Source: an optimization exercise on an open RTL-to-GDS flow (aim: small area). Production flows keep margins and buffers that such runs may drop.
Only simulation tests tie the RTL to the original design; equivalence was not proved.
Power figures rest on the tool's default switching activity, not on a simulated workload.

== blue ==
// barcode39
module barcode39(
input clk,
input rst_n,
input scan_en,
input scan_bit,
input mem_rd,
input [8:0] rd_addr,
output [7:0] rd_data,
output eop
);
Size: ~2200 flip-flops, ~56000 µm² of cells after synthesis.
==> flow/config.mk <==
export PLATFORM = sky130hd
export DESIGN_NAME = barcode39
export DESIGN_NICKNAME = barcode39
export VERILOG_FILES = /design/flow/design.v
export SDC_FILE = /design/flow/constraint.sdc
export NUM_CORES = 8
export LEC_CHECK = 0
export CAP_MARGIN = 30
export CORE_MARGIN = 2
export CORE_UTILIZATION = 75
export CTS_BUF_LIST = sky130_fd_sc_hd__clkbuf_16
export CTS_CLUSTER_DIAMETER = 130
export CTS_CLUSTER_SIZE = 31
export PLACE_DENSITY = 0.85
export SLEW_MARGIN = 30
export SYNTH_HIERARCHICAL = 1
==> flow/constraint.sdc <==
create_clock -name core_clock -period 20.0 [get_ports {clk}]
set_input_delay 4.0000 -clock core_clock [delete_from_list [all_inputs] [get_ports {clk}]]
set_output_delay 4.0000 -clock core_clock [all_outputs]
set_load 0.01 [all_outputs]
standard.sh (not shown) runs the stock make flow with config.mk's settings and CLKGATE_MAP_FILE= SYNTH_SCRIPT=/design/flow/synth_recipe.tcl, a recipe that flattens the netlist after the stock synthesis.
==> flow/flow/run.sh <==
#!/bin/bash
# Own layout flow: the standard flow (standard.sh: the standard synthesis
# and ORFS steps, unchanged), with two settings passed to the ORFS scripts:
#  - the port buffers are the smallest buffer, sky130_fd_sc_hd__buf_1;
#  - clock tree synthesis inserts no dummy loads, clusters up to 18
#    flip-flops within 50 um per clkbuf_8 leaf buffer, and builds the tree
#    above the leaves from clkbuf_4.
# The whole output of the make run is kept in standard.log in this folder;
# ORFS keeps each step's own log under orfs/logs/.
set -euo pipefail
export BUFFER_PORTS_ARGS="-buffer_cell sky130_fd_sc_hd__buf_1"
export CTS_ARGS="-sink_clustering_enable -repair_clock_nets -sink_clustering_size 18 -sink_clustering_max_diameter 50 -buf_list sky130_fd_sc_hd__clkbuf_4 -sink_clustering_buffer sky130_fd_sc_hd__clkbuf_8 -dont_use_dummy_load"
bash standard.sh > standard.log 2>&1
blue has completed all stages; timing, DRC and antenna checks passed.
Relative to blue, the following input files were edited for purple:
==> flow/flow/run.sh <==
#!/bin/bash
# Own layout flow: the standard flow (standard.sh: the standard synthesis
# and ORFS steps, unchanged), with two settings passed to the ORFS scripts:
#  - the port buffers are the smallest buffer, sky130_fd_sc_hd__buf_1;
#  - clock tree synthesis inserts no dummy loads, clusters up to 18
#    flip-flops within 60 um per clkbuf_8 leaf buffer, and builds the tree
#    above the leaves from clkbuf_4.
# The whole output of the make run is kept in standard.log in this folder;
# ORFS keeps each step's own log under orfs/logs/.
set -euo pipefail
export BUFFER_PORTS_ARGS="-buffer_cell sky130_fd_sc_hd__buf_1"
export CTS_ARGS="-sink_clustering_enable -repair_clock_nets -sink_clustering_size 18 -sink_clustering_max_diameter 60 -buf_list sky130_fd_sc_hd__clkbuf_4 -sink_clustering_buffer sky130_fd_sc_hd__clkbuf_8 -dont_use_dummy_load"
bash standard.sh > standard.log 2>&1
[summary]
purple was carried through to the last stage, and its layout satisfied the timing, design-rule and antenna checks. | routed via count divided by cell count | lower: blue |. A capturing instance or port of the critical path of rd_data[1] is what purple shows, while rd_data[3] belongs to blue. Looking at purple and blue, the portion of the layout cell area used by non-clock buffers is a wash. blue and purple ended up with roughly the same sequential share of layout area. Between purple and blue, the first-pass GRT wire length is lower for blue. purple vs blue, final critical-path required period went up by 55 ps. blue → purple: combinational power share has remained practically unchanged; number of clock buffer instances in the layout has decreased.

========
Another version of the RTL of barcode39 (not shown whole).
Size in the first run: roughly 4000 cells after synthesis, ~23 I/O pins, about 67000 sq um of cells after synthesis.
clock: 20.0 ns
lec_check: 0
cap_margin: 50
core_margin: 2
core_utilization: 30
place_density: 0.45
slew_margin: 50
run.sh (not shown) runs the stock make flow with config.mk's settings and CLKGATE_MAP_FILE= SYNTH_SCRIPT=/design/flow/synth_recipe.tcl, a recipe that flattens the netlist after the stock synthesis.
Stock flow here: none of the scripts above is used.
The starting point went through all stages and came out clean.
Edit:
Settings changed: ABC_AREA set to 1, CAP_MARGIN 50 to 10, CORE_UTILIZATION 30 to 60, PLACE_DENSITY 0.45 to 0.7, SLEW_MARGIN 50 to 10.
Effect:
- cell count goes up by 35%
- combinational power goes up by 35%
- die area goes down by 46%

========
barcode39, a different RTL version from the one above (not shown whole).
For scale: ~3900 cells after synthesis, about 57000 um^2 of cells after synthesis.
## barcode39
module barcode39(
input clk,
input rst_n,
input scan_en,
input scan_bit,
input mem_rd,
input [8:0] rd_addr,
output [7:0] rd_data,
output eop
);
clock: 20.0 ns
lec_check: 0
cap_margin: 30
core_margin: 2
core_utilization: 75
cts_buf_list: sky130_fd_sc_hd__clkbuf_16
cts_cluster_diameter: 130
cts_cluster_size: 31
place_density: 0.85
slew_margin: 30
synth_hierarchical: 1
standard.sh (not shown) runs the stock make flow with config.mk's settings and CLKGATE_MAP_FILE= SYNTH_SCRIPT=/design/flow/synth_recipe.tcl, a recipe that flattens the netlist after the stock synthesis.
==> flow/flow/run.sh <==
#!/bin/bash
# Own layout flow: the standard flow (standard.sh: the standard synthesis
# and ORFS steps, unchanged), with two settings passed to the ORFS scripts:
#  - the port buffers are the smallest buffer, sky130_fd_sc_hd__buf_1;
#  - clock tree synthesis inserts no dummy loads, clusters up to 18
#    flip-flops within 60 um per clkbuf_8 leaf buffer, and builds the tree
#    above the leaves from clkbuf_4.
# The whole output of the make run is kept in standard.log in this folder;
# ORFS keeps each step's own log under orfs/logs/.
set -euo pipefail
export BUFFER_PORTS_ARGS="-buffer_cell sky130_fd_sc_hd__buf_1"
export CTS_ARGS="-sink_clustering_enable -repair_clock_nets -sink_clustering_size 20 -sink_clustering_max_diameter 60 -buf_list sky130_fd_sc_hd__clkbuf_4 -sink_clustering_buffer sky130_fd_sc_hd__clkbuf_8 -dont_use_dummy_load"
bash standard.sh > standard.log 2>&1
The starting point went through all stages and came out clean.
Change:
--- a/flow/flow/run.sh
+++ b/flow/flow/run.sh
@@ -10,4 +10,4 @@
 set -euo pipefail
 export BUFFER_PORTS_ARGS="-buffer_cell sky130_fd_sc_hd__buf_1"
-export CTS_ARGS="-sink_clustering_enable -repair_clock_nets -sink_clustering_size 20 -sink_clustering_max_diameter 60 -buf_list sky130_fd_sc_hd__clkbuf_4 -sink_clustering_buffer sky130_fd_sc_hd__clkbuf_8 -dont_use_dummy_load"
+export CTS_ARGS="-sink_clustering_enable -repair_clock_nets -sink_clustering_size 18 -sink_clustering_max_diameter 60 -buf_list sky130_fd_sc_hd__clkbuf_4 -sink_clustering_buffer sky130_fd_sc_hd__clkbuf_8 -dont_use_dummy_load"
 bash standard.sh > standard.log 2>&1
What happened: Non-clock buffer count stays the same. Final cell count climbs by about 0.46%. Area after synthesis does not change. Global-route usage came out higher by 0.32 points. Total power grows by about 1.3%. Clock power grows by about 6%. Worst hold slack barely changes.

[re-timing with driven ports]
How much do the figures lean on ideal ports? The routed layouts below were timed once more, with nothing changed but the port constraints. Step 1, drivers: a clkbuf_16 drives clk and a buf_2 each remaining input, both assumed. Step 2 moves the port delays by t, midway between the first and last clock arrival at a register: inputs arrive t later, outputs are due t later. That takes back most of the time a late clock gives input paths. a / b / c = ideal ports / drivers / drivers and shift; a / b = the first two.
| run | t, ns | slack for setup (ns) | hold WS [ns] | clock arrival spread, ns | slew at the worst register clock pin (ns) |
|---|---|---|---|---|---|
| blue | 1.111 | 4.998 / 4.979 / 4.979 | 0.270 / 0.270 / 0.270 | 0.136 / 0.135 | 0.11 / 0.11 |
| purple | 1.124 | 4.943 / 4.923 / 4.923 | 0.241 / 0.241 / 0.241 | 0.119 / 0.120 | 0.11 / 0.11 |
| the first run of note 2 | 0.906 | 6.171 / 6.143 / 6.143 | 0.316 / 0.316 / 0.316 | 0.043 / 0.044 | 0.07 / 0.07 |
| the second run of note 2 | 0.885 | 4.930 / 4.907 / 4.907 | 0.315 / 0.315 / 0.315 | 0.032 / 0.032 | 0.07 / 0.07 |
| the first run of note 3 | 1.071 | 5.056 / 5.035 / 5.035 | 0.299 / 0.299 / 0.299 | 0.115 / 0.115 | 0.12 / 0.12 |
| the second run of note 3 | 1.113 | 5.120 / 5.099 / 5.099 | 0.299 / 0.299 / 0.299 | 0.100 / 0.100 | 0.11 / 0.11 |
After both steps every run listed still meets setup and hold. For the first run of note 2, which loses most, drivers alone change the setup slack by -0.028 ns; drivers and shift together by -0.028 ns.
